Source: an optimization exercise on an open RTL-to-GDS flow (aim: small area). Production flows keep margins and buffers that such runs may drop. In this exercise RTL edits were held to simulation tests only and were not proved equivalent to the original. Power figures rest on the tool's default switching activity, not on a simulated workload.

**flow/config.mk**
```make
export PLATFORM = sky130hd
export DESIGN_NAME = debayer
export DESIGN_NICKNAME = debayer
export VERILOG_FILES = /design/flow/design.v
export SDC_FILE = /design/flow/constraint.sdc
export NUM_CORES = 4
export LEC_CHECK = 0
export CAP_MARGIN = 20
export CORE_MARGIN = 2
export CORE_UTILIZATION = 70
export GPL_ROUTABILITY_DRIVEN = 0
export SLEW_MARGIN = 20
```
**flow/constraint.sdc**
```tcl
create_clock -name core_clock -period 6.0 [get_ports {clk}]
set_input_delay 1.2000 -clock core_clock [delete_from_list [all_inputs] [get_ports {clk}]]
set_output_delay 1.2000 -clock core_clock [all_outputs]
set_load 0.01 [all_outputs]
```
**flow/design.v**
```verilog
module debayer
    #(
    parameter line_length = 64
    )
    (
        input               clk,
        input               reset,
        input               sof_in,
        input [9:0]         pixel_data,
        input               pixel_data_valid,
        output logic [15:0] pixel_out_data,
        output logic        pixel_out_data_valid,
        output logic        sof,
        output logic        sof_2
    );
    assign sof_2 = sof;
    localparam [2:0] ST_WAITFIRSTLINES = 3'd0,
                     ST_WAITFIRSTPIX   = 3'd1,
                     ST_G_B            = 3'd2,
                     ST_G_R            = 3'd3,
                     ST_R              = 3'd4,
                     ST_B              = 3'd5;
    localparam SEG = line_length - 5;    
    wire rst = reset | sof_in;
    logic [2:0]  db_state;
    logic        last_gb;
    logic [5:0]  pixel_x;
    logic [5:1]  pixel_valid;
    logic [8:0]  pixels_received;        
    logic [4:1]  hit;                    
    logic        sclr;
    logic [1:0]  rd_lvl;                 
    logic [1:0]  rd_lvl_d;
    logic [2:0]  xtra;                   
    logic        rgb_pixel_valid;
    logic [9:0]  buf_pixel, buf2_pixel, buf3_pixel;
    logic sh, hold;
    always @(posedge clk) begin
        sh   <= pixel_valid[2] & ~rst;
        hold <= ~(pixel_valid[2] & ~rst);
    end
    logic [4:0][9:0] w4;
    logic [4:0][7:0] w3, w2, w1;
    logic [4:2][7:0] w0;
    logic [SEG-1:0][7:0] d3;
    logic [SEG:0][7:0]   d2, d1, d0;
    wire [4:0][9:0]     w4_n = {buf3_pixel, w4[4:1]};
    wire [SEG-1:0][7:0] d3_n = {d3[SEG-2:0], w4[0][9:2]};
    wire [4:0][7:0]     w3_n = {d3[SEG-1], w3[4:1]};
    wire [SEG:0][7:0]   d2_n = {d2[SEG-1:0], w3[0]};
    wire [4:0][7:0]     w2_n = {(xtra[2] ? d2[SEG] : d2[SEG-1]), w2[4:1]};
    wire [SEG:0][7:0]   d1_n = {d1[SEG-1:0], w2[0]};
    wire [4:0][7:0]     w1_n = {(xtra[1] ? d1[SEG] : d1[SEG-1]), w1[4:1]};
    wire [SEG:0][7:0]   d0_n = {d0[SEG-1:0], w1[0]};
    wire [4:2][7:0]     w0_n = {(xtra[0] ? d0[SEG] : d0[SEG-1]), w0[4:3]};
    always @(posedge clk) begin
        w4 <= (w4_n & {50{sh}}) | (w4 & {50{hold}});
        d3 <= (d3_n & {SEG*8{sh}}) | (d3 & {SEG*8{hold}});
        w3 <= (w3_n & {40{sh}}) | (w3 & {40{hold}});
        d2 <= (d2_n & {(SEG+1)*8{sh}}) | (d2 & {(SEG+1)*8{hold}});
        w2 <= (w2_n & {40{sh}}) | (w2 & {40{hold}});
        d1 <= (d1_n & {(SEG+1)*8{sh}}) | (d1 & {(SEG+1)*8{hold}});
        w1 <= (w1_n & {40{sh}}) | (w1 & {40{hold}});
        d0 <= (d0_n & {(SEG+1)*8{sh}}) | (d0 & {(SEG+1)*8{hold}});
        w0 <= (w0_n & {24{sh}}) | (w0 & {24{hold}});
    end
    wire [7:0] q02 = w0[2];
    wire [7:0] q11 = w1[1], q12 = w1[2], q13 = w1[3];
    wire [7:0] q20 = w2[0], q21 = w2[1], q22 = w2[2], q23 = w2[3], q24 = w2[4];
    wire [7:0] q31 = w3[1], q32 = w3[2], q33 = w3[3];
    wire [9:0] r   = w4[2];
    logic [7:0] pa, pb;          
    logic [8:0] pnh, pnv, pfh;   
    logic [9:0] pr, pd;          
    function automatic [8:0] radd8(input [7:0] a, input [7:0] b);
        logic c;
        c = 1'b0;
        for (int i = 0; i < 8; i++) begin
            radd8[i] = a[i] ^ b[i] ^ c;
            c = (a[i] & b[i]) | (c & (a[i] ^ b[i]));
        end
        radd8[8] = c;
    endfunction
    function automatic [9:0] radd9(input [8:0] a, input [8:0] b);
        logic c;
        c = 1'b0;
        for (int i = 0; i < 9; i++) begin
            radd9[i] = a[i] ^ b[i] ^ c;
            c = (a[i] & b[i]) | (c & (a[i] ^ b[i]));
        end
        radd9[9] = c;
    endfunction
    always @(posedge clk) begin
        pa  <= q22;
        pb  <= q02;
        pnh <= radd8(q21, q23);
        pnv <= radd8(q12, q32);
        pfh <= radd8(q20, q24);
        pr  <= r;
        pd  <= radd9(radd8(q11, q13), radd8(q31, q33));
    end
    logic is_g;              
    wire [8:0] pr_h = pr[9:1];
    wire x_t1 = (is_g & pa[1]) ^ (is_g & ~pd[1]) ^ (is_g ? pr_h[3] : ~pr[3]);
    wire x_t2 = ((is_g & pa[1]) & (is_g & ~pd[1])) | ((is_g ? pr_h[3] : ~pr[3]) & ((is_g & pa[1]) ^ (is_g & ~pd[1])));
    wire x_t3 = (is_g & pa[2]) ^ (is_g & ~pd[2]) ^ (is_g ? pr_h[4] : ~pr[4]);
    wire x_t4 = ((is_g & pa[2]) & (is_g & ~pd[2])) | ((is_g ? pr_h[4] : ~pr[4]) & ((is_g & pa[2]) ^ (is_g & ~pd[2])));
    wire x_t5 = (is_g ? pb[3] : ~pb[2]) ^ (~is_g & pnv[1]) ^ (is_g ? pnh[0] : pnh[1]);
    wire x_t6 = ((is_g ? pb[3] : ~pb[2]) & (~is_g & pnv[1])) | ((is_g ? pnh[0] : pnh[1]) & ((is_g ? pb[3] : ~pb[2]) ^ (~is_g & pnv[1])));
    wire x_t7 = (is_g & pa[3]) ^ (is_g & ~pd[3]) ^ (is_g ? pr_h[5] : ~pr[5]);
    wire x_t8 = ((is_g & pa[3]) & (is_g & ~pd[3])) | ((is_g ? pr_h[5] : ~pr[5]) & ((is_g & pa[3]) ^ (is_g & ~pd[3])));
    wire x_t9 = (is_g ? pb[4] : ~pb[3]) ^ (~is_g & pnv[2]) ^ (is_g ? pnh[1] : pnh[2]);
    wire x_t10 = ((is_g ? pb[4] : ~pb[3]) & (~is_g & pnv[2])) | ((is_g ? pnh[1] : pnh[2]) & ((is_g ? pb[4] : ~pb[3]) ^ (~is_g & pnv[2])));
    wire x_t11 = (is_g & pa[4]) ^ (is_g & ~pd[4]) ^ (is_g ? pr_h[6] : ~pr[6]);
    wire x_t12 = ((is_g & pa[4]) & (is_g & ~pd[4])) | ((is_g ? pr_h[6] : ~pr[6]) & ((is_g & pa[4]) ^ (is_g & ~pd[4])));
    wire x_t13 = (is_g ? pb[5] : ~pb[4]) ^ (~is_g & pnv[3]) ^ (is_g ? pnh[2] : pnh[3]);
    wire x_t14 = ((is_g ? pb[5] : ~pb[4]) & (~is_g & pnv[3])) | ((is_g ? pnh[2] : pnh[3]) & ((is_g ? pb[5] : ~pb[4]) ^ (~is_g & pnv[3])));
    wire x_t15 = (is_g & pa[5]) ^ (is_g & ~pd[5]) ^ (is_g ? pr_h[7] : ~pr[7]);
    wire x_t16 = ((is_g & pa[5]) & (is_g & ~pd[5])) | ((is_g ? pr_h[7] : ~pr[7]) & ((is_g & pa[5]) ^ (is_g & ~pd[5])));
    wire x_t17 = (is_g ? pb[6] : ~pb[5]) ^ (~is_g & pnv[4]) ^ (is_g ? pnh[3] : pnh[4]);
    wire x_t18 = ((is_g ? pb[6] : ~pb[5]) & (~is_g & pnv[4])) | ((is_g ? pnh[3] : pnh[4]) & ((is_g ? pb[6] : ~pb[5]) ^ (~is_g & pnv[4])));
    wire x_t19 = (is_g & pa[6]) ^ (is_g & ~pd[6]) ^ (is_g ? pr_h[8] : ~pr[8]);
    wire x_t20 = ((is_g & pa[6]) & (is_g & ~pd[6])) | ((is_g ? pr_h[8] : ~pr[8]) & ((is_g & pa[6]) ^ (is_g & ~pd[6])));
    wire x_t21 = (is_g ? pb[7] : ~pb[6]) ^ (~is_g & pnv[5]) ^ (is_g ? pnh[4] : pnh[5]);
    wire x_t22 = ((is_g ? pb[7] : ~pb[6]) & (~is_g & pnv[5])) | ((is_g ? pnh[4] : pnh[5]) & ((is_g ? pb[7] : ~pb[6]) ^ (~is_g & pnv[5])));
    wire x_t23 = (is_g & pa[7]) ^ (is_g & ~pd[7]) ^ (~is_g & ~pr[9]);
    wire x_t24 = ((is_g & pa[7]) & (is_g & ~pd[7])) | ((~is_g & ~pr[9]) & ((is_g & pa[7]) ^ (is_g & ~pd[7])));
    wire x_t25 = (~is_g & ~pb[7]) ^ (~is_g & pnv[6]) ^ (is_g ? pnh[5] : pnh[6]);
    wire x_t26 = ((~is_g & ~pb[7]) & (~is_g & pnv[6])) | ((is_g ? pnh[5] : pnh[6]) & ((~is_g & ~pb[7]) ^ (~is_g & pnv[6])));
    wire x_t27 = (is_g & ~pd[8]) ^ (~is_g & pnv[7]);
    wire x_t28 = (is_g & ~pd[8]) & (~is_g & pnv[7]);
    wire x_t29 = (is_g & pa[0]) ^ (is_g & ~pd[0]) ^ (is_g ? pr_h[2] : ~pr[2]);
    wire x_t30 = ((is_g & pa[0]) & (is_g & ~pd[0])) | ((is_g ? pr_h[2] : ~pr[2]) & ((is_g & pa[0]) ^ (is_g & ~pd[0])));
    wire x_t31 = (is_g ? pb[2] : ~pb[1]) ^ (~is_g & pnv[0]) ^ (~is_g & pnh[0]);
    wire x_t32 = ((is_g ? pb[2] : ~pb[1]) & (~is_g & pnv[0])) | ((~is_g & pnh[0]) & ((is_g ? pb[2] : ~pb[1]) ^ (~is_g & pnv[0])));
    wire x_t33 = ~pfh[1] ^ ~is_g;
    wire x_t34 = ~pfh[1] & ~is_g;
    wire x_t35 = ~pfh[2] ^ pa[0] ^ 1'b1;
    wire x_t36 = (~pfh[2] & pa[0]) | (1'b1 & (~pfh[2] ^ pa[0]));
    wire x_t37 = x_t5 ^ x_t3 ^ x_t2;
    wire x_t38 = (x_t5 & x_t3) | (x_t2 & (x_t5 ^ x_t3));
    wire x_t39 = ~pfh[3] ^ pa[1] ^ x_t9;
    wire x_t40 = (~pfh[3] & pa[1]) | (x_t9 & (~pfh[3] ^ pa[1]));
    wire x_t41 = x_t7 ^ x_t6 ^ x_t4;
    wire x_t42 = (x_t7 & x_t6) | (x_t4 & (x_t7 ^ x_t6));
    wire x_t43 = ~pfh[4] ^ pa[2] ^ x_t13;
    wire x_t44 = (~pfh[4] & pa[2]) | (x_t13 & (~pfh[4] ^ pa[2]));
    wire x_t45 = x_t11 ^ x_t10 ^ x_t8;
    wire x_t46 = (x_t11 & x_t10) | (x_t8 & (x_t11 ^ x_t10));
    wire x_t47 = ~pfh[5] ^ pa[3] ^ x_t17;
    wire x_t48 = (~pfh[5] & pa[3]) | (x_t17 & (~pfh[5] ^ pa[3]));
    wire x_t49 = x_t15 ^ x_t14 ^ x_t12;
    wire x_t50 = (x_t15 & x_t14) | (x_t12 & (x_t15 ^ x_t14));
    wire x_t51 = ~pfh[6] ^ pa[4] ^ x_t21;
    wire x_t52 = (~pfh[6] & pa[4]) | (x_t21 & (~pfh[6] ^ pa[4]));
    wire x_t53 = x_t19 ^ x_t18 ^ x_t16;
    wire x_t54 = (x_t19 & x_t18) | (x_t16 & (x_t19 ^ x_t18));
    wire x_t55 = ~pfh[7] ^ pa[5] ^ x_t25;
    wire x_t56 = (~pfh[7] & pa[5]) | (x_t25 & (~pfh[7] ^ pa[5]));
    wire x_t57 = x_t23 ^ x_t22 ^ x_t20;
    wire x_t58 = (x_t23 & x_t22) | (x_t20 & (x_t23 ^ x_t22));
    wire x_t59 = (is_g ? pnh[6] : pnh[7]) ^ ~pfh[8] ^ pa[6];
    wire x_t60 = ((is_g ? pnh[6] : pnh[7]) & ~pfh[8]) | (pa[6] & ((is_g ? pnh[6] : pnh[7]) ^ ~pfh[8]));
    wire x_t61 = x_t27 ^ x_t26 ^ x_t24;
    wire x_t62 = (x_t27 & x_t26) | (x_t24 & (x_t27 ^ x_t26));
    wire x_t63 = (is_g & ~pd[9]) ^ (~is_g & pnv[8]) ^ (is_g ? pnh[7] : pnh[8]);
    wire x_t64 = ((is_g & ~pd[9]) & (~is_g & pnv[8])) | ((is_g ? pnh[7] : pnh[8]) & ((is_g & ~pd[9]) ^ (~is_g & pnv[8])));
    wire x_t65 = pa[7] ^ is_g ^ x_t28;
    wire x_t66 = (pa[7] & is_g) | (x_t28 & (pa[7] ^ is_g));
    wire x_t67 = (is_g ? pb[1] : ~pb[0]) ^ ~pfh[0];
    wire x_t68 = (is_g ? pb[1] : ~pb[0]) & ~pfh[0];
    wire x_t69 = x_t1 ^ x_t33 ^ x_t31;
    wire x_t70 = (x_t1 & x_t33) | (x_t31 & (x_t1 ^ x_t33));
    wire x_t71 = x_t37 ^ x_t35 ^ x_t34;
    wire x_t72 = (x_t37 & x_t35) | (x_t34 & (x_t37 ^ x_t35));
    wire x_t73 = x_t41 ^ x_t39 ^ x_t38;
    wire x_t74 = (x_t41 & x_t39) | (x_t38 & (x_t41 ^ x_t39));
    wire x_t75 = x_t45 ^ x_t43 ^ x_t42;
    wire x_t76 = (x_t45 & x_t43) | (x_t42 & (x_t45 ^ x_t43));
    wire x_t77 = x_t49 ^ x_t47 ^ x_t46;
    wire x_t78 = (x_t49 & x_t47) | (x_t46 & (x_t49 ^ x_t47));
    wire x_t79 = x_t53 ^ x_t51 ^ x_t50;
    wire x_t80 = (x_t53 & x_t51) | (x_t50 & (x_t53 ^ x_t51));
    wire x_t81 = x_t57 ^ x_t55 ^ x_t54;
    wire x_t82 = (x_t57 & x_t55) | (x_t54 & (x_t57 ^ x_t55));
    wire x_t83 = x_t61 ^ x_t59 ^ x_t58;
    wire x_t84 = (x_t61 & x_t59) | (x_t58 & (x_t61 ^ x_t59));
    wire x_t85 = x_t65 ^ x_t63 ^ x_t62;
    wire x_t86 = (x_t65 & x_t63) | (x_t62 & (x_t65 ^ x_t63));
    wire x_t87 = (is_g & pnh[8]) ^ ~is_g ^ x_t66;
    wire x_t88 = ((is_g & pnh[8]) & ~is_g) | (x_t66 & ((is_g & pnh[8]) ^ ~is_g));
    wire x_t89 = (is_g ? pr_h[1] : ~pr[1]) ^ (is_g & pb[0]);
    wire x_t90 = (is_g ? pr_h[1] : ~pr[1]) & (is_g & pb[0]);
    wire x_t91 = is_g ^ x_t29 ^ x_t67;
    wire x_t92 = (is_g & x_t29) | (x_t67 & (is_g ^ x_t29));
    wire x_t93 = x_t30 ^ x_t69 ^ x_t68;
    wire x_t94 = (x_t30 & x_t69) | (x_t68 & (x_t30 ^ x_t69));
    wire x_t95 = x_t32 ^ x_t71 ^ x_t70;
    wire x_t96 = (x_t32 & x_t71) | (x_t70 & (x_t32 ^ x_t71));
    wire x_t97 = x_t36 ^ x_t73 ^ x_t72;
    wire x_t98 = (x_t36 & x_t73) | (x_t72 & (x_t36 ^ x_t73));
    wire x_t99 = x_t40 ^ x_t75 ^ x_t74;
    wire x_t100 = (x_t40 & x_t75) | (x_t74 & (x_t40 ^ x_t75));
    wire x_t101 = x_t44 ^ x_t77 ^ x_t76;
    wire x_t102 = (x_t44 & x_t77) | (x_t76 & (x_t44 ^ x_t77));
    wire x_t103 = x_t48 ^ x_t79 ^ x_t78;
    wire x_t104 = (x_t48 & x_t79) | (x_t78 & (x_t48 ^ x_t79));
    wire x_t105 = x_t52 ^ x_t81 ^ x_t80;
    wire x_t106 = (x_t52 & x_t81) | (x_t80 & (x_t52 ^ x_t81));
    wire x_t107 = x_t56 ^ x_t83 ^ x_t82;
    wire x_t108 = (x_t56 & x_t83) | (x_t82 & (x_t56 ^ x_t83));
    wire x_t109 = x_t60 ^ x_t85 ^ x_t84;
    wire x_t110 = (x_t60 & x_t85) | (x_t84 & (x_t60 ^ x_t85));
    wire x_t111 = x_t64 ^ x_t87 ^ x_t86;
    wire x_t112 = (x_t64 & x_t87) | (x_t86 & (x_t64 ^ x_t87));
    wire x_t113 = 1'b1 ^ x_t88;
    wire x_t114 = 1'b1 & x_t88;
    wire [15:0] x = {x_t114 , x_t112 , x_t110 , x_t108 , x_t106 , x_t104 , x_t102 , x_t100 , x_t98 , x_t96 , x_t94 , x_t92 , x_t90 , x_t89 , 1'b1 , 1'b0}
                    + {1'b1 , x_t113 , x_t111 , x_t109 , x_t107 , x_t105 , x_t103 , x_t101 , x_t99 , x_t97 , x_t95 , x_t93 , x_t91 , 1'b1 , (is_g ? pr_h[0] : ~pr[0]) , 1'b0};
    wire y_t1 = (~is_g & ~pr[4]) ^ (~is_g & ~pb[2]);
    wire y_t2 = (~is_g & ~pr[4]) & (~is_g & ~pb[2]);
    wire y_t3 = (~is_g & ~pr[5]) ^ (~is_g & ~pb[3]) ^ (~is_g & pa[2]);
    wire y_t4 = ((~is_g & ~pr[5]) & (~is_g & ~pb[3])) | ((~is_g & pa[2]) & ((~is_g & ~pr[5]) ^ (~is_g & ~pb[3])));
    wire y_t5 = (~is_g & ~pfh[2]) ^ (is_g ? pfh[3] : ~pfh[3]) ^ (is_g & pnv[0]);
    wire y_t6 = ((~is_g & ~pfh[2]) & (is_g ? pfh[3] : ~pfh[3])) | ((is_g & pnv[0]) & ((~is_g & ~pfh[2]) ^ (is_g ? pfh[3] : ~pfh[3])));
    wire y_t7 = (~is_g & ~pr[6]) ^ (~is_g & ~pb[4]) ^ (~is_g & pa[3]);
    wire y_t8 = ((~is_g & ~pr[6]) & (~is_g & ~pb[4])) | ((~is_g & pa[3]) & ((~is_g & ~pr[6]) ^ (~is_g & ~pb[4])));
    wire y_t9 = (~is_g & ~pfh[3]) ^ (is_g ? pfh[4] : ~pfh[4]) ^ (is_g & pnv[1]);
    wire y_t10 = ((~is_g & ~pfh[3]) & (is_g ? pfh[4] : ~pfh[4])) | ((is_g & pnv[1]) & ((~is_g & ~pfh[3]) ^ (is_g ? pfh[4] : ~pfh[4])));
    wire y_t11 = (is_g ? ~pd[3] : pd[2]) ^ ~pr[5];
    wire y_t12 = (is_g ? ~pd[3] : pd[2]) & ~pr[5];
    wire y_t13 = (~is_g & ~pr[7]) ^ (~is_g & ~pb[5]) ^ (~is_g & pa[4]);
    wire y_t14 = ((~is_g & ~pr[7]) & (~is_g & ~pb[5])) | ((~is_g & pa[4]) & ((~is_g & ~pr[7]) ^ (~is_g & ~pb[5])));
    wire y_t15 = (~is_g & ~pfh[4]) ^ (is_g ? pfh[5] : ~pfh[5]) ^ (is_g & pnv[2]);
    wire y_t16 = ((~is_g & ~pfh[4]) & (is_g ? pfh[5] : ~pfh[5])) | ((is_g & pnv[2]) & ((~is_g & ~pfh[4]) ^ (is_g ? pfh[5] : ~pfh[5])));
    wire y_t17 = (is_g ? ~pd[4] : pd[3]) ^ ~pr[6];
    wire y_t18 = (is_g ? ~pd[4] : pd[3]) & ~pr[6];
    wire y_t19 = (~is_g & ~pr[8]) ^ (~is_g & ~pb[6]) ^ (~is_g & pa[5]);
    wire y_t20 = ((~is_g & ~pr[8]) & (~is_g & ~pb[6])) | ((~is_g & pa[5]) & ((~is_g & ~pr[8]) ^ (~is_g & ~pb[6])));
    wire y_t21 = (~is_g & ~pfh[5]) ^ (is_g ? pfh[6] : ~pfh[6]) ^ (is_g & pnv[3]);
    wire y_t22 = ((~is_g & ~pfh[5]) & (is_g ? pfh[6] : ~pfh[6])) | ((is_g & pnv[3]) & ((~is_g & ~pfh[5]) ^ (is_g ? pfh[6] : ~pfh[6])));
    wire y_t23 = (is_g ? ~pd[5] : pd[4]) ^ ~pr[7];
    wire y_t24 = (is_g ? ~pd[5] : pd[4]) & ~pr[7];
    wire y_t25 = (~is_g & ~pr[9]) ^ (~is_g & ~pb[7]) ^ (~is_g & pa[6]);
    wire y_t26 = ((~is_g & ~pr[9]) & (~is_g & ~pb[7])) | ((~is_g & pa[6]) & ((~is_g & ~pr[9]) ^ (~is_g & ~pb[7])));
    wire y_t27 = (~is_g & ~pfh[6]) ^ (is_g ? pfh[7] : ~pfh[7]) ^ (is_g & pnv[4]);
    wire y_t28 = ((~is_g & ~pfh[6]) & (is_g ? pfh[7] : ~pfh[7])) | ((is_g & pnv[4]) & ((~is_g & ~pfh[6]) ^ (is_g ? pfh[7] : ~pfh[7])));
    wire y_t29 = (is_g ? ~pd[6] : pd[5]) ^ ~pr[8];
    wire y_t30 = (is_g ? ~pd[6] : pd[5]) & ~pr[8];
    wire y_t31 = (~is_g & pa[7]) ^ (~is_g & ~pfh[7]) ^ (is_g ? pfh[8] : ~pfh[8]);
    wire y_t32 = ((~is_g & pa[7]) & (~is_g & ~pfh[7])) | ((is_g ? pfh[8] : ~pfh[8]) & ((~is_g & pa[7]) ^ (~is_g & ~pfh[7])));
    wire y_t33 = (is_g & pnv[5]) ^ (is_g ? ~pd[7] : pd[6]);
    wire y_t34 = (is_g & pnv[5]) & (is_g ? ~pd[7] : pd[6]);
    wire y_t35 = (~is_g & ~pr[3]) ^ (~is_g & ~pb[1]) ^ (~is_g & pa[0]);
    wire y_t36 = ((~is_g & ~pr[3]) & (~is_g & ~pb[1])) | ((~is_g & pa[0]) & ((~is_g & ~pr[3]) ^ (~is_g & ~pb[1])));
    wire y_t37 = (~is_g & ~pfh[0]) ^ (is_g ? pfh[1] : ~pfh[1]);
    wire y_t38 = (~is_g & ~pfh[0]) & (is_g ? pfh[1] : ~pfh[1]);
    wire y_t39 = (~is_g & pa[1]) ^ (~is_g & ~pfh[1]) ^ (is_g ? pfh[2] : ~pfh[2]);
    wire y_t40 = ((~is_g & pa[1]) & (~is_g & ~pfh[1])) | ((is_g ? pfh[2] : ~pfh[2]) & ((~is_g & pa[1]) ^ (~is_g & ~pfh[1])));
    wire y_t41 = (is_g ? ~pd[1] : pd[0]) ^ ~pr[3] ^ ~pb[1];
    wire y_t42 = ((is_g ? ~pd[1] : pd[0]) & ~pr[3]) | (~pb[1] & ((is_g ? ~pd[1] : pd[0]) ^ ~pr[3]));
    wire y_t43 = pa[1] ^ is_g;
    wire y_t44 = pa[1] & is_g;
    wire y_t45 = (is_g ? ~pd[2] : pd[1]) ^ ~pr[4] ^ ~pb[2];
    wire y_t46 = ((is_g ? ~pd[2] : pd[1]) & ~pr[4]) | (~pb[2] & ((is_g ? ~pd[2] : pd[1]) ^ ~pr[4]));
    wire y_t47 = pa[2] ^ pa[0] ^ is_g;
    wire y_t48 = (pa[2] & pa[0]) | (is_g & (pa[2] ^ pa[0]));
    wire y_t49 = y_t5 ^ y_t3 ^ y_t2;
    wire y_t50 = (y_t5 & y_t3) | (y_t2 & (y_t5 ^ y_t3));
    wire y_t51 = ~pb[3] ^ pa[3] ^ pa[1];
    wire y_t52 = (~pb[3] & pa[3]) | (pa[1] & (~pb[3] ^ pa[3]));
    wire y_t53 = ~is_g ^ y_t11 ^ y_t9;
    wire y_t54 = (~is_g & y_t11) | (y_t9 & (~is_g ^ y_t11));
    wire y_t55 = y_t7 ^ y_t6 ^ y_t4;
    wire y_t56 = (y_t7 & y_t6) | (y_t4 & (y_t7 ^ y_t6));
    wire y_t57 = ~pb[4] ^ pa[4] ^ pa[2];
    wire y_t58 = (~pb[4] & pa[4]) | (pa[2] & (~pb[4] ^ pa[4]));
    wire y_t59 = y_t17 ^ y_t15 ^ y_t13;
    wire y_t60 = (y_t17 & y_t15) | (y_t13 & (y_t17 ^ y_t15));
    wire y_t61 = y_t12 ^ y_t10 ^ y_t8;
    wire y_t62 = (y_t12 & y_t10) | (y_t8 & (y_t12 ^ y_t10));
    wire y_t63 = ~pb[5] ^ pa[5] ^ pa[3];
    wire y_t64 = (~pb[5] & pa[5]) | (pa[3] & (~pb[5] ^ pa[5]));
    wire y_t65 = y_t23 ^ y_t21 ^ y_t19;
    wire y_t66 = (y_t23 & y_t21) | (y_t19 & (y_t23 ^ y_t21));
    wire y_t67 = y_t18 ^ y_t16 ^ y_t14;
    wire y_t68 = (y_t18 & y_t16) | (y_t14 & (y_t18 ^ y_t16));
    wire y_t69 = ~pb[6] ^ pa[6] ^ pa[4];
    wire y_t70 = (~pb[6] & pa[6]) | (pa[4] & (~pb[6] ^ pa[6]));
    wire y_t71 = y_t29 ^ y_t27 ^ y_t25;
    wire y_t72 = (y_t29 & y_t27) | (y_t25 & (y_t29 ^ y_t27));
    wire y_t73 = y_t24 ^ y_t22 ^ y_t20;
    wire y_t74 = (y_t24 & y_t22) | (y_t20 & (y_t24 ^ y_t22));
    wire y_t75 = ~pr[9] ^ ~pb[7] ^ pa[7];
    wire y_t76 = (~pr[9] & ~pb[7]) | (pa[7] & (~pr[9] ^ ~pb[7]));
    wire y_t77 = pa[5] ^ y_t33 ^ y_t31;
    wire y_t78 = (pa[5] & y_t33) | (y_t31 & (pa[5] ^ y_t33));
    wire y_t79 = y_t30 ^ y_t28 ^ y_t26;
    wire y_t80 = (y_t30 & y_t28) | (y_t26 & (y_t30 ^ y_t28));
    wire y_t81 = (~is_g & ~pfh[8]) ^ (is_g & pnv[6]) ^ (is_g ? ~pd[8] : pd[7]);
    wire y_t82 = ((~is_g & ~pfh[8]) & (is_g & pnv[6])) | ((is_g ? ~pd[8] : pd[7]) & ((~is_g & ~pfh[8]) ^ (is_g & pnv[6])));
    wire y_t83 = pa[6] ^ y_t34;
    wire y_t84 = pa[6] & y_t34;
    wire y_t85 = (~is_g & ~pr[2]) ^ (~is_g & ~pb[0]);
    wire y_t86 = (~is_g & ~pr[2]) & (~is_g & ~pb[0]);
    wire y_t87 = (is_g & ~pd[0]) ^ ~pr[2] ^ ~pb[0];
    wire y_t88 = ((is_g & ~pd[0]) & ~pr[2]) | (~pb[0] & ((is_g & ~pd[0]) ^ ~pr[2]));
    wire y_t89 = pa[0] ^ y_t37;
    wire y_t90 = pa[0] & y_t37;
    wire y_t91 = y_t1 ^ y_t43 ^ y_t41;
    wire y_t92 = (y_t1 & y_t43) | (y_t41 & (y_t1 ^ y_t43));
    wire y_t93 = y_t39 ^ y_t38 ^ y_t36;
    wire y_t94 = (y_t39 & y_t38) | (y_t36 & (y_t39 ^ y_t38));
    wire y_t95 = y_t49 ^ y_t47 ^ y_t45;
    wire y_t96 = (y_t49 & y_t47) | (y_t45 & (y_t49 ^ y_t47));
    wire y_t97 = y_t44 ^ y_t42 ^ y_t40;
    wire y_t98 = (y_t44 & y_t42) | (y_t40 & (y_t44 ^ y_t42));
    wire y_t99 = y_t55 ^ y_t53 ^ y_t51;
    wire y_t100 = (y_t55 & y_t53) | (y_t51 & (y_t55 ^ y_t53));
    wire y_t101 = y_t50 ^ y_t48 ^ y_t46;
    wire y_t102 = (y_t50 & y_t48) | (y_t46 & (y_t50 ^ y_t48));
    wire y_t103 = y_t61 ^ y_t59 ^ y_t57;
    wire y_t104 = (y_t61 & y_t59) | (y_t57 & (y_t61 ^ y_t59));
    wire y_t105 = y_t56 ^ y_t54 ^ y_t52;
    wire y_t106 = (y_t56 & y_t54) | (y_t52 & (y_t56 ^ y_t54));
    wire y_t107 = y_t67 ^ y_t65 ^ y_t63;
    wire y_t108 = (y_t67 & y_t65) | (y_t63 & (y_t67 ^ y_t65));
    wire y_t109 = y_t62 ^ y_t60 ^ y_t58;
    wire y_t110 = (y_t62 & y_t60) | (y_t58 & (y_t62 ^ y_t60));
    wire y_t111 = y_t73 ^ y_t71 ^ y_t69;
    wire y_t112 = (y_t73 & y_t71) | (y_t69 & (y_t73 ^ y_t71));
    wire y_t113 = y_t68 ^ y_t66 ^ y_t64;
    wire y_t114 = (y_t68 & y_t66) | (y_t64 & (y_t68 ^ y_t66));
    wire y_t115 = y_t79 ^ y_t77 ^ y_t75;
    wire y_t116 = (y_t79 & y_t77) | (y_t75 & (y_t79 ^ y_t77));
    wire y_t117 = y_t74 ^ y_t72 ^ y_t70;
    wire y_t118 = (y_t74 & y_t72) | (y_t70 & (y_t74 ^ y_t72));
    wire y_t119 = y_t32 ^ y_t83 ^ y_t81;
    wire y_t120 = (y_t32 & y_t83) | (y_t81 & (y_t32 ^ y_t83));
    wire y_t121 = y_t80 ^ y_t78 ^ y_t76;
    wire y_t122 = (y_t80 & y_t78) | (y_t76 & (y_t80 ^ y_t78));
    wire y_t123 = (is_g & pnv[7]) ^ (is_g ? ~pd[9] : pd[8]) ^ pa[7];
    wire y_t124 = ((is_g & pnv[7]) & (is_g ? ~pd[9] : pd[8])) | (pa[7] & ((is_g & pnv[7]) ^ (is_g ? ~pd[9] : pd[8])));
    wire y_t125 = 1'b1 ^ y_t84 ^ y_t82;
    wire y_t126 = (1'b1 & y_t84) | (y_t82 & (1'b1 ^ y_t84));
    wire y_t127 = (is_g ? pfh[0] : ~pfh[0]) ^ ~pr[1];
    wire y_t128 = (is_g ? pfh[0] : ~pfh[0]) & ~pr[1];
    wire y_t129 = y_t35 ^ y_t89 ^ y_t87;
    wire y_t130 = (y_t35 & y_t89) | (y_t87 & (y_t35 ^ y_t89));
    wire y_t131 = y_t93 ^ y_t91 ^ y_t90;
    wire y_t132 = (y_t93 & y_t91) | (y_t90 & (y_t93 ^ y_t91));
    wire y_t133 = y_t97 ^ y_t95 ^ y_t94;
    wire y_t134 = (y_t97 & y_t95) | (y_t94 & (y_t97 ^ y_t95));
    wire y_t135 = y_t101 ^ y_t99 ^ y_t98;
    wire y_t136 = (y_t101 & y_t99) | (y_t98 & (y_t101 ^ y_t99));
    wire y_t137 = y_t105 ^ y_t103 ^ y_t102;
    wire y_t138 = (y_t105 & y_t103) | (y_t102 & (y_t105 ^ y_t103));
    wire y_t139 = y_t109 ^ y_t107 ^ y_t106;
    wire y_t140 = (y_t109 & y_t107) | (y_t106 & (y_t109 ^ y_t107));
    wire y_t141 = y_t113 ^ y_t111 ^ y_t110;
    wire y_t142 = (y_t113 & y_t111) | (y_t110 & (y_t113 ^ y_t111));
    wire y_t143 = y_t117 ^ y_t115 ^ y_t114;
    wire y_t144 = (y_t117 & y_t115) | (y_t114 & (y_t117 ^ y_t115));
    wire y_t145 = y_t121 ^ y_t119 ^ y_t118;
    wire y_t146 = (y_t121 & y_t119) | (y_t118 & (y_t121 ^ y_t119));
    wire y_t147 = y_t125 ^ y_t123 ^ y_t122;
    wire y_t148 = (y_t125 & y_t123) | (y_t122 & (y_t125 ^ y_t123));
    wire y_t149 = (is_g & pnv[8]) ^ (~is_g & pd[9]) ^ y_t126;
    wire y_t150 = ((is_g & pnv[8]) & (~is_g & pd[9])) | (y_t126 & ((is_g & pnv[8]) ^ (~is_g & pd[9])));
    wire y_t151 = (~is_g & pr[0]) ^ (~is_g & ~pr[0]);
    wire y_t152 = (~is_g & pr[0]) & (~is_g & ~pr[0]);
    wire y_t153 = (~is_g & ~pr[1]) ^ ~pr[0] ^ is_g;
    wire y_t154 = ((~is_g & ~pr[1]) & ~pr[0]) | (is_g & ((~is_g & ~pr[1]) ^ ~pr[0]));
    wire y_t155 = is_g ^ y_t85 ^ y_t127;
    wire y_t156 = (is_g & y_t85) | (y_t127 & (is_g ^ y_t85));
    wire y_t157 = y_t86 ^ y_t129 ^ y_t128;
    wire y_t158 = (y_t86 & y_t129) | (y_t128 & (y_t86 ^ y_t129));
    wire y_t159 = y_t88 ^ y_t131 ^ y_t130;
    wire y_t160 = (y_t88 & y_t131) | (y_t130 & (y_t88 ^ y_t131));
    wire y_t161 = y_t92 ^ y_t133 ^ y_t132;
    wire y_t162 = (y_t92 & y_t133) | (y_t132 & (y_t92 ^ y_t133));
    wire y_t163 = y_t96 ^ y_t135 ^ y_t134;
    wire y_t164 = (y_t96 & y_t135) | (y_t134 & (y_t96 ^ y_t135));
    wire y_t165 = y_t100 ^ y_t137 ^ y_t136;
    wire y_t166 = (y_t100 & y_t137) | (y_t136 & (y_t100 ^ y_t137));
    wire y_t167 = y_t104 ^ y_t139 ^ y_t138;
    wire y_t168 = (y_t104 & y_t139) | (y_t138 & (y_t104 ^ y_t139));
    wire y_t169 = y_t108 ^ y_t141 ^ y_t140;
    wire y_t170 = (y_t108 & y_t141) | (y_t140 & (y_t108 ^ y_t141));
    wire y_t171 = y_t112 ^ y_t143 ^ y_t142;
    wire y_t172 = (y_t112 & y_t143) | (y_t142 & (y_t112 ^ y_t143));
    wire y_t173 = y_t116 ^ y_t145 ^ y_t144;
    wire y_t174 = (y_t116 & y_t145) | (y_t144 & (y_t116 ^ y_t145));
    wire y_t175 = y_t120 ^ y_t147 ^ y_t146;
    wire y_t176 = (y_t120 & y_t147) | (y_t146 & (y_t120 ^ y_t147));
    wire y_t177 = y_t124 ^ y_t149 ^ y_t148;
    wire y_t178 = (y_t124 & y_t149) | (y_t148 & (y_t124 ^ y_t149));
    wire y_t179 = 1'b1 ^ y_t150;
    wire y_t180 = 1'b1 & y_t150;
    wire [15:0] y = {y_t180 , y_t178 , y_t176 , y_t174 , y_t172 , y_t170 , y_t168 , y_t166 , y_t164 , y_t162 , y_t160 , y_t158 , y_t156 , y_t154 , y_t152 , y_t151}
                    + {1'b1 , y_t179 , y_t177 , y_t175 , y_t173 , y_t171 , y_t169 , y_t167 , y_t165 , y_t163 , y_t161 , y_t159 , y_t157 , y_t155 , y_t153 , ~is_g};
    function automatic [5:0] top6x2(input [15:0] s2);
        top6x2 = s2[15] ? 6'd0 : s2[14] ? 6'h3F : s2[13:8];
    endfunction
    wire [5:0] kx = top6x2(x);       
    wire [4:0] ky = top6x2(y) >> 1;  
    wire [5:0] k_c = pa[7:2];        
    logic [2:0] nstate;
    logic       n_last_gb;
    logic [5:0] n_pixel_x;
    always_comb begin
        nstate    = db_state;
        n_last_gb = last_gb;
        n_pixel_x = pixel_x;
        if (pixel_valid[4] && hit[4])
            nstate = ST_G_R;
        case (db_state)
            ST_R: if (pixel_valid[5]) begin
                n_pixel_x = pixel_x + 6'd2;
                if (pixel_x == line_length - 6) begin
                    nstate    = ST_WAITFIRSTPIX;
                    n_last_gb = 1'b0;
                end else
                    nstate = ST_G_R;
            end
            ST_G_R: if (pixel_valid[5]) nstate = ST_R;
            ST_G_B: if (pixel_valid[5]) begin
                n_pixel_x = pixel_x + 6'd2;
                if (pixel_x == line_length - 6) begin
                    nstate    = ST_WAITFIRSTPIX;
                    n_last_gb = 1'b1;
                end else
                    nstate = ST_B;
            end
            ST_B: if (pixel_valid[5]) nstate = ST_G_B;
            ST_WAITFIRSTPIX: if (pixel_valid[5]) begin
                if (pixel_x == line_length - 1) begin
                    n_pixel_x = 6'd0;
                    nstate    = last_gb ? ST_G_R : ST_B;
                end else
                    n_pixel_x = pixel_x + 6'd1;
            end
            default: ;
        endcase
    end
    logic [15:0] colors;
    always @(posedge clk) begin
        case (db_state)
            ST_R:    colors <= {ky,           kx,       k_c[5:1]};
            ST_G_R:  colors <= {ky,           k_c,      kx[5:1]};
            ST_G_B:  colors <= {kx[5:1],      k_c,      ky};
            default: colors <= {k_c[5:1],     kx,       ky};
        endcase
        pixel_out_data <= colors;
    end
    always @(posedge clk) begin
        buf_pixel  <= pixel_data;
        buf2_pixel <= buf_pixel;
        buf3_pixel <= buf2_pixel;
        sclr       <= rst;
        if (rst) begin
            db_state             <= ST_WAITFIRSTLINES;
            pixel_x              <= 6'd0;
            pixel_valid          <= 5'd0;
            pixels_received      <= 9'd0;
            hit                  <= 4'd0;
            rd_lvl               <= 2'd0;
            sof                  <= 1'b0;
            rgb_pixel_valid      <= 1'b0;
            pixel_out_data_valid <= 1'b0;
        end else begin
            pixel_valid          <= {pixel_valid[4:1], pixel_data_valid};
            pixel_out_data_valid <= rgb_pixel_valid;
            rd_lvl_d             <= rd_lvl;
            if (sclr) begin
                xtra <= 3'b000;
                if (rd_lvl_d[1] | rd_lvl_d[0])
                    xtra[2] <= 1'b1;
                if (rd_lvl_d[1])
                    xtra[1] <= 1'b1;
                if (rd_lvl_d[1] & rd_lvl_d[0])
                    xtra[0] <= 1'b1;
            end
            rd_lvl <= 2'd0;
            hit    <= {hit[3:1], 1'b0};
            if (pixel_data_valid) begin
                if (pixels_received != 9'd261)
                    pixels_received <= pixels_received + 9'd1;
                hit[1] <= (pixels_received == 9'd260);
                rd_lvl <= (pixels_received > 9'd180) ? 2'd3 :
                          (pixels_received > 9'd121) ? 2'd2 :
                          (pixels_received > 9'd62)  ? 2'd1 : 2'd0;
            end
            if (pixel_valid[4] && hit[4])
                sof <= 1'b1;
            if (db_state == ST_R)
                sof <= 1'b0;
            db_state <= nstate;
            is_g     <= (nstate == ST_G_R) || (nstate == ST_G_B);
            last_gb  <= n_last_gb;
            pixel_x  <= n_pixel_x;
            rgb_pixel_valid <= (db_state == ST_R || db_state == ST_G_R ||
                                db_state == ST_G_B || db_state == ST_B) && pixel_valid[5];
        end
    end
endmodule
```
**flow/flow/run.sh**
```bash
#!/bin/bash
set -euo pipefail
export BUFFER_PORTS_ARGS="-buffer_cell sky130_fd_sc_hd__buf_1"
export CTS_ARGS="-sink_clustering_enable -repair_clock_nets -dont_use_dummy_load -buf_list sky130_fd_sc_hd__clkbuf_8 -sink_clustering_size 18 -sink_clustering_max_diameter 60 -sink_clustering_levels 2"
bash standard.sh > run_standard.log 2>&1
```
**flow/standard.sh**
```bash
#!/bin/bash
# synth_recipe.tcl (not shown) runs the flow's synth.tcl, then flattens the netlist and writes it again
# the make line also repeats each setting of config.mk as NAME=value (left out here)
make -C /OpenROAD-flow-scripts/flow DESIGN_CONFIG=/design/flow/config.mk WORK_HOME=/design/flow/orfs CLKGATE_MAP_FILE= SYNTH_SCRIPT=/design/flow/synth_recipe.tcl "${@:-finish}"
```
==> reports/qor.csv, run 1 <==
stage,metric,value,unit
worst_setup_path,Crit Path Category,reg -> reg,
yosys,synth cell count leaders,"dfxtp_1, a22o_1, clkbuf_1",
worst_setup_path,CP peak stage delay,0.55,ns
yosys,most common cell in the netlist,dfxtp_1,
yosys,"top cells by area, synth","dfxtp_1, a22o_1, fa_1, clkbuf_1, inv_1",
cells_and_area,fillers,7096,
grt,antenna violations before repair,3,
clock_tree,Worst-Skew Late Latency,0.85,ns
route,TritonRoute pass-1 iters,7,
clock_tree,H-Tree Depth,4,
worst_setup_path,Critical-path top delay cell,fa_1,
yosys,"FF+latch count, synth",2269,
grt,gr ovfl total,0,
yosys,Post-synth ARST share,0,%
worst_setup_path,crit end category,flop,
place,HPWL Detailed,74500,um
route,final wirelength,123000,um
grt,first-pass GRT wire length,204000,um
timing,Slew HR,21.9,%
timing,final worst slack,0.210,ns
worst_setup_path,cell chain of the critical path,clkinvlp_4 > buf_4 > ha_1 > fa_1 > inv_1 > fa_1 > inv_1 > fa_1 > fa_1 > fa_1 > inv_1 > ha_1 > a2111o_1 > o211ai_1 > nand3b_1 > xor2_4 > nor2_1 > o221ai_1,
yosys,Post-Synth XOR/XNOR Area,0.191,%
timing,setup total negative slack,0,ns
floorplanning,total die area,108000,um2
cells_and_area,fraction of layout cells with a size suffix above 1,4.22,%
timing,Worst-Margin Slew,1.17,ns
timing,fmax,0.173,GHz
route,Initial DRC Count,3138,
yosys,largest family of logic cells by synthesized area,compound AO/OA/AOI/OAI gates,
power_and_ir_drop,"Power, Total",22.6,mW
yosys,ys flop type,dfxtp_1,
yosys,Synth area leader,dfxtp_1,
yosys,Yosys warning count,1,
clock_tree,clock sinks,2269,
yosys,post-synth top area share,61.6,%
yosys,register area share after synthesis,61.9,%
route,wire per inst,17.9,um
worst_setup_path,Bufs and invs on worst path,5,
power_and_ir_drop,Lkg Pwr,30.4,nW
floorplanning,Starting Density,70.9,%
worst_hold_path,Hold WC Path Type,reg -> reg,
timing,crit share post-route,96.5,%
route,DRC,0,
worst_setup_path,CP startpoint kind,flop,
job,MaxCap Viol Count,0,
clock_tree,CTS tree,yes,
yosys,post-synthesis mux area share,0.667,%
cells_and_area,synth-to-layout area growth,3.58,%
worst_setup_path,critical path arrival,6.48,ns
clock_tree,clock tree buffer depth,3,
grt,largest net degree at the start of global routing,272,
floorplanning,core area,104000,um2
cells_and_area,Finished Layout Cells,6885,
clock_tree,Num CTS Buffers,145,
grt,vias in the first global route,39700,
clock_tree,CTS Hold Bufs,0,
clock_tree,clock slew at reported path FFs,0.10,ns
clock_tree,Root Driver,clkbuf_8,
yosys,Synth Area in Simple Gates,1.33,%
worst_setup_path,critical path's top delay family,adder cells,
cells_and_area,layout net count,5756,
timing,RSZ-0062 raised after global routing,false,
timing,Final setup viols,0,
worst_setup_path,CP required,6.69,ns
timing,Slew Limit Fails,0,
power_and_ir_drop,PwrDens,297,nW/um2
route,Final ANT Viol Nets,0,
power_and_ir_drop,Worst VDD drop,0.243,mV
route,Via-to-Cell Ratio,6.12,
route,routed vias,42100,
timing,min Tclk post-route,5.79,ns
floorplanning,Die W,328,um
worst_setup_path,crit path max fanout,9,
timing,clock skew,0.0667,ns
floorplanning,die height,328,um
yosys,net count after synthesis,6027,
outcome,outcome,finished clean,
place,pre-CTS setup slack,0.0255,ns
yosys,post-synthesis compound-gate area fraction,26.4,%
yosys,Syn Inst Count,5776,
floorplanning,row count,118,
yosys,Mapped Area,73500,um2
place,Cells after DPL,6738,
yosys,"EDFF count, synth",7,
yosys,post-synthesis adder-cell area fraction,5.72,%
timing,Fin. Hold Viols,0,
yosys,syn avg cell area,12.7,um2
place,number of port buffers,32,
grt,overall routing resource usage,22.5,%
yosys,Yosys cell types,57,
floorplanning,IO Pins,33,
worst_setup_path,Most common cell on crit path,fa_1,
-- cell type report --
| type | instances | area, um2 | area share, % |
|---|---|---|---|
| sequential | 2269 | 45500 | 59.7 |
| multi-input combinational | 2749 | 25200 | 33.1 |
| clock buffer | 145 | 2000 | 2.62 |
| tap | 1380 | 1730 | 2.27 |
| inverter | 268 | 1010 | 1.33 |
| timing repair buffer | 72 | 708 | 0.930 |
| antenna | 2 | 5.00 | 0.00657 |
-- path summary, 6_finish.rpt --
kind | from | endpoint | slack [ns] | depth (start not counted)
hold reg to reg | colors[10] | pixel_out_data[10] | 0.31 | 0
setup reg to reg | is_g | colors[15] | 0.21 | 18
hold / removal | colors[10] | pixel_out_data[10] | 0.31 | 0
setup / recovery | is_g | colors[15] | 0.21 | 18
-- worst reg2reg max path, stage by stage, from the launching register on --
cell        delay [ns]
edfxtp_1          0.47
clkinvlp_4        0.27
buf_4             0.24
ha_1              0.30
fa_1              0.55
inv_1             0.05
fa_1              0.38
inv_1             0.08
fa_1              0.44
fa_1              0.41
fa_1              0.55
inv_1             0.04
ha_1              0.37
a2111o_1          0.42
o211ai_1          0.27
nand3b_1          0.23
xor2_4            0.25
nor2_1            0.19
o221ai_1          0.14
-- power breakdown --
| group | switching, mW | total, mW | internal, mW | leakage [nW] |
|---|---|---|---|---|
| Combinational | 0.622 | 1.01 | 0.393 | 11.1 |
| Clock | 4.22 | 6.40 | 2.18 | 1.04 |
| Sequential | 0.0319 | 15.2 | 15.1 | 18.3 |
| Total | 4.88 | 22.6 | 17.7 | 30.4 |
-- cell usage in the layout, fill, tap and decap left out, drive strengths merged, types with 24 or more instances in the layout --
cell	n
fa	165
mux2	32
nand2	56
a22o	2103
o21ai	24
nor2	76
a21oi	28
inv	267
clkbuf	145
dfxtp	2262
buf	72
ha	72
-- logic make-up after synthesis --
family                     Yosys count
and+or+nand+nor                    210
DFF                               2269
AOI/OAI and AO/OA                 2241
muxes                               45
adders and majority gates          237
xor gates and xnor gates            16
buffers and inverters              758
-- state kept, by name, indices dropped and copies added, names as in the netlist, 9 cells and up --
signal	cells
w0	24
d1	480
w2	40
d0	480
pfh	9
buf3_pixel	10
d2	480
pnh	9
pr	10
w3	40
pixels_received	9
pixel_out_data	16
w1	40
d3	472
buf_pixel	10
buf2_pixel	10
pd	10
w4	46
pnv	9
colors	16
-- routing by layer --
layer | up-vias | GRT usage [%] | part of all wire (%)
met5 | - | 0 | 0
met4 | 0 | 7.15 | 2.5
met3 | 184 | 3.55 | 3.1
met2 | 426 | 34.4 | 45
met1 | 20700 | 32.9 | 49
li1 | 20800 | - | -
-- per-stage QoR --
stage / hold slack, ns / area (um2) / util, %
final: 0.309 / 76200 / 73.4
after global routing: 0.306 / 76200 / 73.4
after CTS: 0.310 / 76100 / 73.4
after detailed placement: 0.312 / 74100 / 71.4
after global placement: 0.310 / 74100 / 71.4
after floorplan: 0.310 / 73500 / -
-- repair_timing --
action / CTS / global route
setup endpoints to repair: 2 / 10
resized for setup: 1 / 4
buffers inserted: 0 / 0
gates cloned: 0 / 0
==> run 2, diff against run 1 <==
--- a/flow/config.mk
+++ b/flow/config.mk
@@ -10,3 +10,2 @@
 export CORE_UTILIZATION = 70
-export GPL_ROUTABILITY_DRIVEN = 0
 export SLEW_MARGIN = 20
==> reports/qor.csv, run 2 <==
stage,metric,value,unit
yosys,Yosys warning count,1,
floorplanning,total die area,108000,um2
yosys,"EDFF count, synth",7,
timing,Hold WS,0.324,ns
power_and_ir_drop,Internal Power,17.8,mW
timing,Fin. Hold Viols,0,
cells_and_area,biggest regs,"d0 x480, d1 x480, d2 x480",
worst_setup_path,crit end category,flop,
yosys,Synth Area in Simple Gates,1.33,%
yosys,post-synthesis mux area share,0.667,%
worst_setup_path,Crit Path Category,reg -> reg,
timing,Worst-Margin Slew,1.18,ns
timing,crit share post-route,92.6,%
route,wire per inst,17.9,um
grt,first-pass GRT wire length,207000,um
yosys,syn avg cell area,12.7,um2
yosys,"FF+latch count, synth",2269,
power_and_ir_drop,Worst VDD drop,0.258,mV
yosys,register area share after synthesis,61.9,%
route,final wirelength,123000,um
timing,Slew Limit Fails,0,
worst_setup_path,CP startpoint kind,flop,
timing,Final setup viols,0,
grt,antenna violations before repair,3,
cells_and_area,layout net count,5770,
worst_setup_path,reg2reg setup slack,0.45,ns
clock_tree,H-Tree Depth,4,
route,Final ANT Viol Nets,0,
yosys,Synth area leader,dfxtp_1,
yosys,post-synth top area share,61.6,%
yosys,Syn Inst Count,5776,
yosys,net count after synthesis,6027,
route,routed vias,42100,
grt,overall routing resource usage,22.8,%
power_and_ir_drop,Comb pwr share,4.5,%
worst_setup_path,reg2reg path depth,16,
yosys,Yosys cell types,57,
clock_tree,Worst-Skew Late Latency,0.85,ns
place,HPWL Detailed,75200,um
clock_tree,clock tree buffer depth,3,
worst_setup_path,CP required,6.72,ns
cells_and_area,Finished Layout Cells,6899,
clock_tree,clock sinks,2269,
clock_tree,clock slew at reported path FFs,0.08,ns
timing,Slew HR,21.7,%
yosys,Mapped Area,73500,um2
yosys,ys flop type,dfxtp_1,
clock_tree,CTS tree,yes,
floorplanning,IO Pins,33,
grt,vias in the first global route,40000,
timing,clock skew,0.0968,ns
cells_and_area,"commonest non-fill, non-tap cell in the layout",dfxtp_1,
worst_setup_path,crit path max fanout,11,
cells_and_area,fillers,7186,
route,TritonRoute pass-1 iters,5,
place,Cells after DPL,6746,
route,DRC,0,
job,MaxCap Viol Count,0,
timing,fmax,0.180,GHz
place,number of port buffers,32,
worst_hold_path,Hold WC Path Type,reg -> reg,
route,Initial DRC Count,3198,
yosys,post-synthesis adder-cell area fraction,5.72,%
timing,setup total negative slack,0,ns
floorplanning,Die W,328,um
worst_hold_path,Hold Path Stages,0,
yosys,Post-Synth XOR/XNOR Area,0.191,%
power_and_ir_drop,NetSw,4.90,mW
floorplanning,core area,104000,um2
grt,gr ovfl total,0,
power_and_ir_drop,sequential share of power,66.9,%
outcome,outcome,finished clean,
power_and_ir_drop,sw frac,21.6,%
worst_hold_path,critical hold path startpoint,w0[2],
clock_tree,CTS resizes,0,
clock_tree,Root Driver,clkbuf_8,
worst_setup_path,R2R Path End,colors[15],
floorplanning,row count,118,
cells_and_area,"commonest cells after routing, fill and taps aside","dfxtp_1, a22o_1, inv_1",
cells_and_area,fraction of layout cells with a size suffix above 1,4.39,%
place,GPL Wtd Cong,0.848,
timing,RSZ-0062 raised after global routing,false,
yosys,post-synthesis compound-gate area fraction,26.4,%
floorplanning,die height,328,um
power_and_ir_drop,clock share of power,28.6,%
clock_tree,CTS Hold Bufs,0,
yosys,largest family of logic cells by synthesized area,compound AO/OA/AOI/OAI gates,
clock_tree,setup bufs post-CTS,0,
cells_and_area,synth-to-layout area growth,3.67,%
worst_hold_path,WHS Endpoint,pb[2],
yosys,"top cells by area, synth","dfxtp_1, a22o_1, fa_1, clkbuf_1, inv_1",
worst_setup_path,critical path arrival,6.27,ns
timing,min Tclk post-route,5.55,ns
power_and_ir_drop,Lkg Pwr,30.5,nW
yosys,synth cell count leaders,"dfxtp_1, a22o_1, clkbuf_1",
yosys,Post-synth ARST share,0,%
route,Via-to-Cell Ratio,6.10,
power_and_ir_drop,PwrDens,297,nW/um2
cells_and_area,Post-Route Utilization,73.5,%
clock_tree,Num CTS Buffers,150,
floorplanning,Starting Density,70.9,%
worst_setup_path,Crit Reg-Reg Startpoint,is_g,
grt,largest net degree at the start of global routing,274,
yosys,most common cell in the netlist,dfxtp_1,
-- run 2: cell counts after synthesis --
Identical to the previous run, type by type.
-- run 2: area by class of cell --
cell class                 instances  area, um2  share of cell area, %
sequential                      2269      45500                   59.7
multi-input combinational       2749      25200                   33.1
clock buffer                     150       2060                   2.71
tap                             1380       1730                   2.26
inverter                         268       1010                   1.32
timing repair buffer              81        733                  0.962
antenna                            2       5.00                0.00656
-- run 2: worst max-delay path by stage --
stage / startpoint / end / slack (ns)
after floorplan: is_g / colors[4] / 0.12
after global placement: is_g / colors[4] / 0.22
after detailed placement: is_g / colors[4] / 0.22
after CTS: is_g / colors[15] / 0.24
after global routing: is_g / colors[11] / 0.1
final: is_g / colors[15] / 0.45
-- run 2: power groups by stage --
stage / clock network (mW) / logic (mW) / registers [mW]
after floorplan: 0 / 0.718 / 15.5
after global placement: 0 / 1.02 / 15.5
after detailed placement: 0 / 1.01 / 15.5
after CTS: 6.73 / 1.02 / 15.2
after global routing: 7.26 / 1.15 / 15.2
final: 6.49 / 1.02 / 15.2
-- run 2: cell families (layout without fill, tap and decap cells) --
logic type	after synthesis	count (layout)
other cells	0	2
fa+ha+maj	237	237
mux	45	45
xor+xnor	16	16
flops	2269	2269
compound gates	2241	2241
simple gates	210	210
buf+inv	758	499
-- run 2: per-layer routing --
layer | vias up | global-route usage (%) | share of wire, %
met4 | 0 | 5.84 | 2.0
met3 | 177 | 3.50 | 3.2
met2 | 422 | 34.9 | 45
li1 | 20800 | - | -
met5 | - | 0 | 0
met1 | 20600 | 34.0 | 49
-- run 2: per-stage QoR --
step | power, mW | cell area, um2 | worst slack (ns)
detailed placement | 16.5 | 74100 | 0.223
CTS | 22.9 | 76200 | 0.237
global route | 23.6 | 76200 | 0.0967
floorplan | 16.2 | 73500 | 0.124
finish | 22.7 | 76200 | 0.446
global placement | 16.5 | 74100 | 0.220
-- run 2: worst max-delay path, cell delays in order, from the launching register on --
cell and delay (ns):
edfxtp_1 0.38, clkinv_1 0.20, buf_4 0.24, ha_1 0.31
fa_1 0.54, inv_1 0.05, fa_1 0.52, fa_1 0.45
fa_1 0.44, fa_1 0.52, ha_1 0.25, a2111o_1 0.44
o211ai_1 0.27, nand3b_1 0.16, xor2_2 0.40, nor2_1 0.13
o221ai_1 0.19

-- re-timing with driven ports --
The results above use ideal ports. As a check the final layouts listed here were re-extracted and re-timed, cells and wires unchanged. Step 1: set_driving_cell puts a clkbuf_16 on clk and a buf_2 on each other input, an assumption about the parent block. Step 2 times the ports against the registers' clock, not the clock port: input delays grow and output delays shrink by t, the midpoint of the rising clock arrivals with the driver on. Slacks: ideal ports / drivers / drivers and shift; pairs: ideal ports / drivers.
run | t, ns | setup slack, ns | cell pins on the clock port's net
run 1 | 0.891 | 0.210 / 0.210 / 0.210 | 1
run 2 | 0.873 | 0.446 / 0.446 / 0.446 | 1
After both steps every run listed still meets setup and hold.
